This is an optimization exercise on Yosys and OpenROAD, whose aim is small area and a short achievable clock period, not a production implementation.
At most, simulation tests tie the RTL to the original design; equivalence was not proved.

Setup of the baseline:
==> flow/design.v (excerpt) <==
module multi_push_multi_pop_fifo
    #(
        parameter DATA_WIDTH = 13,
        parameter FIFO_DEPTH = 19,
        parameter N          = 3,
        parameter NW         = $clog2 (N + 1),
        parameter DW         = DATA_WIDTH
    )
    (
        input  wire                  clk_i,
        input  wire                  rst_i,
        input  wire [NW-1:0]         push_i,
        input  wire [N*DW-1:0]       push_data_i,
        input  wire [NW-1:0]         pop_i,
        output wire [N*DW-1:0]       pop_data_o,
        output wire [NW-1:0]         can_push_o,
        output wire [NW-1:0]         can_pop_o
    );
clock: 6.0 ns
lec_check: 0
cap_margin: 20
core_margin: 2
core_utilization: 40
place_density: 0.6
setup_slack_margin: 3.5
slew_margin: 20
standard.sh (not shown) runs the stock make flow with config.mk's settings and CLKGATE_MAP_FILE= SYNTH_SCRIPT=/design/flow/synth_recipe.tcl, a recipe that flattens the netlist after the stock synthesis.
==> flow/flow/run.sh <==
#!/bin/bash
# Standard ORFS layout, except that ABC maps the logic with flow/abc_speed.script
# (area-leaner than ORFS's speed script; the registers are mapped as in the
# standard synthesis, before ABC runs). Each step's output goes to its own log.
# Ports are buffered with buf_4 instead of the default pick (clkdlybuf4s50_1).
set -euo pipefail
W=$PWD
rm -rf "$W/scripts_mod"
cp -r "$FLOW_HOME/scripts" "$W/scripts_mod"
cp "$W/flow/abc_speed.script" "$W/scripts_mod/abc_speed.script"
bash standard.sh SCRIPTS_DIR="$W/scripts_mod" synth > "$W/synth.log" 2>&1
bash standard.sh SCRIPTS_DIR="$W/scripts_mod" "BUFFER_PORTS_ARGS=-buffer_cell sky130_fd_sc_hd__buf_4" finish > "$W/layout.log" 2>&1
==> flow/flow/abc_speed.script <==
strash
&get -n
&st
&dch
&nf -R 1000
&put
buffer -c
upsize -c
dnsize -c
> inputs changed (the baseline -> the candidate)
--- a/flow/design.v
+++ b/flow/design.v
@@ -16,38 +16,46 @@
         output wire [NW-1:0]         can_push_o,
         output wire [NW-1:0]         can_pop_o
     );
     localparam R  = (FIFO_DEPTH - 1 + N - 1) / N;   
     localparam RW = $clog2(R);
     localparam CW = $clog2(FIFO_DEPTH + 1);
     logic [CW-1:0] count_l;
+    logic [2*N-1:0] cgt_l;                    
     logic [NW-1:0] can_push_l;
     logic [NW-1:0] can_pop_l;
     logic [DW-1:0] head_l   [N];
     logic [N-1:0]  wr_ph_l;                   
     logic [N-1:0]  rd_ph_l;                   
     logic [RW-1:0] wr_row_l [N];
     logic [RW-1:0] rd_row_l [N];
     logic [DW-1:0] mem_l    [N][R];
     wire  [DW-1:0] pd_w [N];
     for (genvar k = 0; k < N; k++) begin: pd
         assign pd_w[k] = push_data_i[k*DW +: DW];
     end
     logic [2*N:0]  ceq_w;                     
     logic [2*N:0]  cgt_w;                     
+    logic [4*N-1:0] cgt_u_w;                  
     logic [N:0]    cpush_ge_w;                
     logic [N:0]    cpop_ge_w;                 
     logic [CW-1:0] cnt_d_w   [2*N+1];         
     logic [NW-1:0] cpush_d_w [2*N+1];
     logic [NW-1:0] cpop_d_w  [2*N+1];
     always_comb begin
-        for (int v = 0; v <= 2*N; v++) begin
-            ceq_w[v] = (count_l == v);
-            cgt_w[v] = (count_l >  v);
-        end
+        for (int v = 0; v < 2*N; v++)
+            cgt_w[v] = cgt_l[v];
+        cgt_w[2*N] = (count_l > 2*N);
+        ceq_w[0] = ~cgt_w[0];
+        for (int v = 1; v <= 2*N; v++)
+            ceq_w[v] = cgt_w[v-1] & ~cgt_w[v];
+        for (int u = 0; u < 4*N; u++)
+            if (u < N)            cgt_u_w[u] = 1'b1;
+            else if (u - N < 2*N) cgt_u_w[u] = cgt_l[u - N];
+            else                  cgt_u_w[u] = (count_l > u - N);
         for (int n = 0; n <= N; n++) begin
             cpush_ge_w[n] = (can_push_l >= n);
             cpop_ge_w[n]  = (can_pop_l  >= n);
         end
         for (int d = 0; d <= 2*N; d++) begin
             logic [CW:0] c;
             c = {1'b0, count_l} + d - N;
@@ -76,16 +84,22 @@
     always_comb begin
         d_oh_w = {(2*N+1){1'b0}};
         for (int n = 0; n <= N; n++)
             for (int i = 0; i <= N; i++)
                 d_oh_w[n - i + N] = d_oh_w[n - i + N] | (np_oh_w[n] & nq_oh_w[i]);
     end
     logic [CW-1:0] count_next_w;
+    logic [2*N-1:0] cgt_next_w;
     logic [NW-1:0] can_push_next_w, can_pop_next_w;
     always_comb begin
+        for (int v = 0; v < 2*N; v++) begin
+            cgt_next_w[v] = 1'b0;
+            for (int d = 0; d <= 2*N; d++)
+                cgt_next_w[v] = cgt_next_w[v] | (d_oh_w[d] & cgt_u_w[v + 2*N - d]);
+        end
         count_next_w    = {CW{1'b0}};
         can_push_next_w = {NW{1'b0}};
         can_pop_next_w  = {NW{1'b0}};
         for (int d = 0; d <= 2*N; d++) begin
             count_next_w    = count_next_w    | ({CW{d_oh_w[d]}} & cnt_d_w[d]);
             can_push_next_w = can_push_next_w | ({NW{d_oh_w[d]}} & cpush_d_w[d]);
             can_pop_next_w  = can_pop_next_w  | ({NW{d_oh_w[d]}} & cpop_d_w[d]);
@@ -145,20 +159,22 @@
             for (int k = 0; k < N; k++)
                 head_next_w[p] = head_next_w[p] | ({DW{sel_new[k]}} & pd_w[k]);
         end
     end
     always_ff @(posedge clk_i)
         if (rst_i) begin
             count_l    <= {CW{1'b0}};
+            cgt_l      <= {(2*N){1'b0}};
             can_push_l <= N;
             can_pop_l  <= {NW{1'b0}};
             wr_ph_l    <= 1;
             rd_ph_l    <= 1;                  
         end else begin
             count_l    <= count_next_w;
+            cgt_l      <= cgt_next_w;
             can_push_l <= can_push_next_w;
             can_pop_l  <= can_pop_next_w;
             wr_ph_l    <= wr_ph_next_w;
             rd_ph_l    <= rd_ph_next_w;
         end
     always_ff @(posedge clk_i)
         for (int p = 0; p < N; p++)
### Flow results
- The critical path depth reported for the candidate is smaller than that of the baseline by 1.
- Compared with the baseline, in the candidate minimum clock period grew by 78 ps; instance count of the mapped netlist grew by 27; layout multi-input combinational cell count grew by about 2.2%; final wirelength grew by 8.9%.
- Against the baseline, sum of net half-perimeters after detailed placement in the candidate came out worse.
- Compared with the baseline, in the candidate global placer's final weighted congestion up about 4%, final non-filler cell total up 21, total routing usage reported by global routing up 1.7 points, post-synthesis compound-gate area fraction up 0.31 points.
- The candidate: fmax is about 3% lower than what the baseline reported.
- Final instance area: the candidate vs the baseline up 0.95%
The RTL of the candidate was laid out without a check of its function.

-- what the ideal ports hide --
How much do the figures lean on ideal ports? The routed layouts below were timed once more, with nothing changed but the port constraints.
Step 1 sets driving cells, clkbuf_16 on the clock port and buf_2 on the other inputs (assumed; they add their load-dependent delay and slew).
Step 2 moves the port delays by t, midway between the first and last clock arrival at a register: inputs arrive t later, outputs are due t later. That takes back most of the time a late clock gives input paths.
Slacks: ideal / step 1 / step 2; pairs: ideal / step 1.
run	shift t [ns]	slack for setup (ns)	worst setup path at the end	worst register clock-pin slew, ns
the baseline	0.589	3.422 / 3.435 / 2.846	input to register	0.06 / 0.06
the candidate	0.585	3.343 / 3.336 / 2.751	input to register	0.06 / 0.06
After both steps every run listed still meets setup and hold. For the candidate, which loses most, drivers alone change the setup slack by -0.007 ns; drivers and shift together by -0.592 ns.
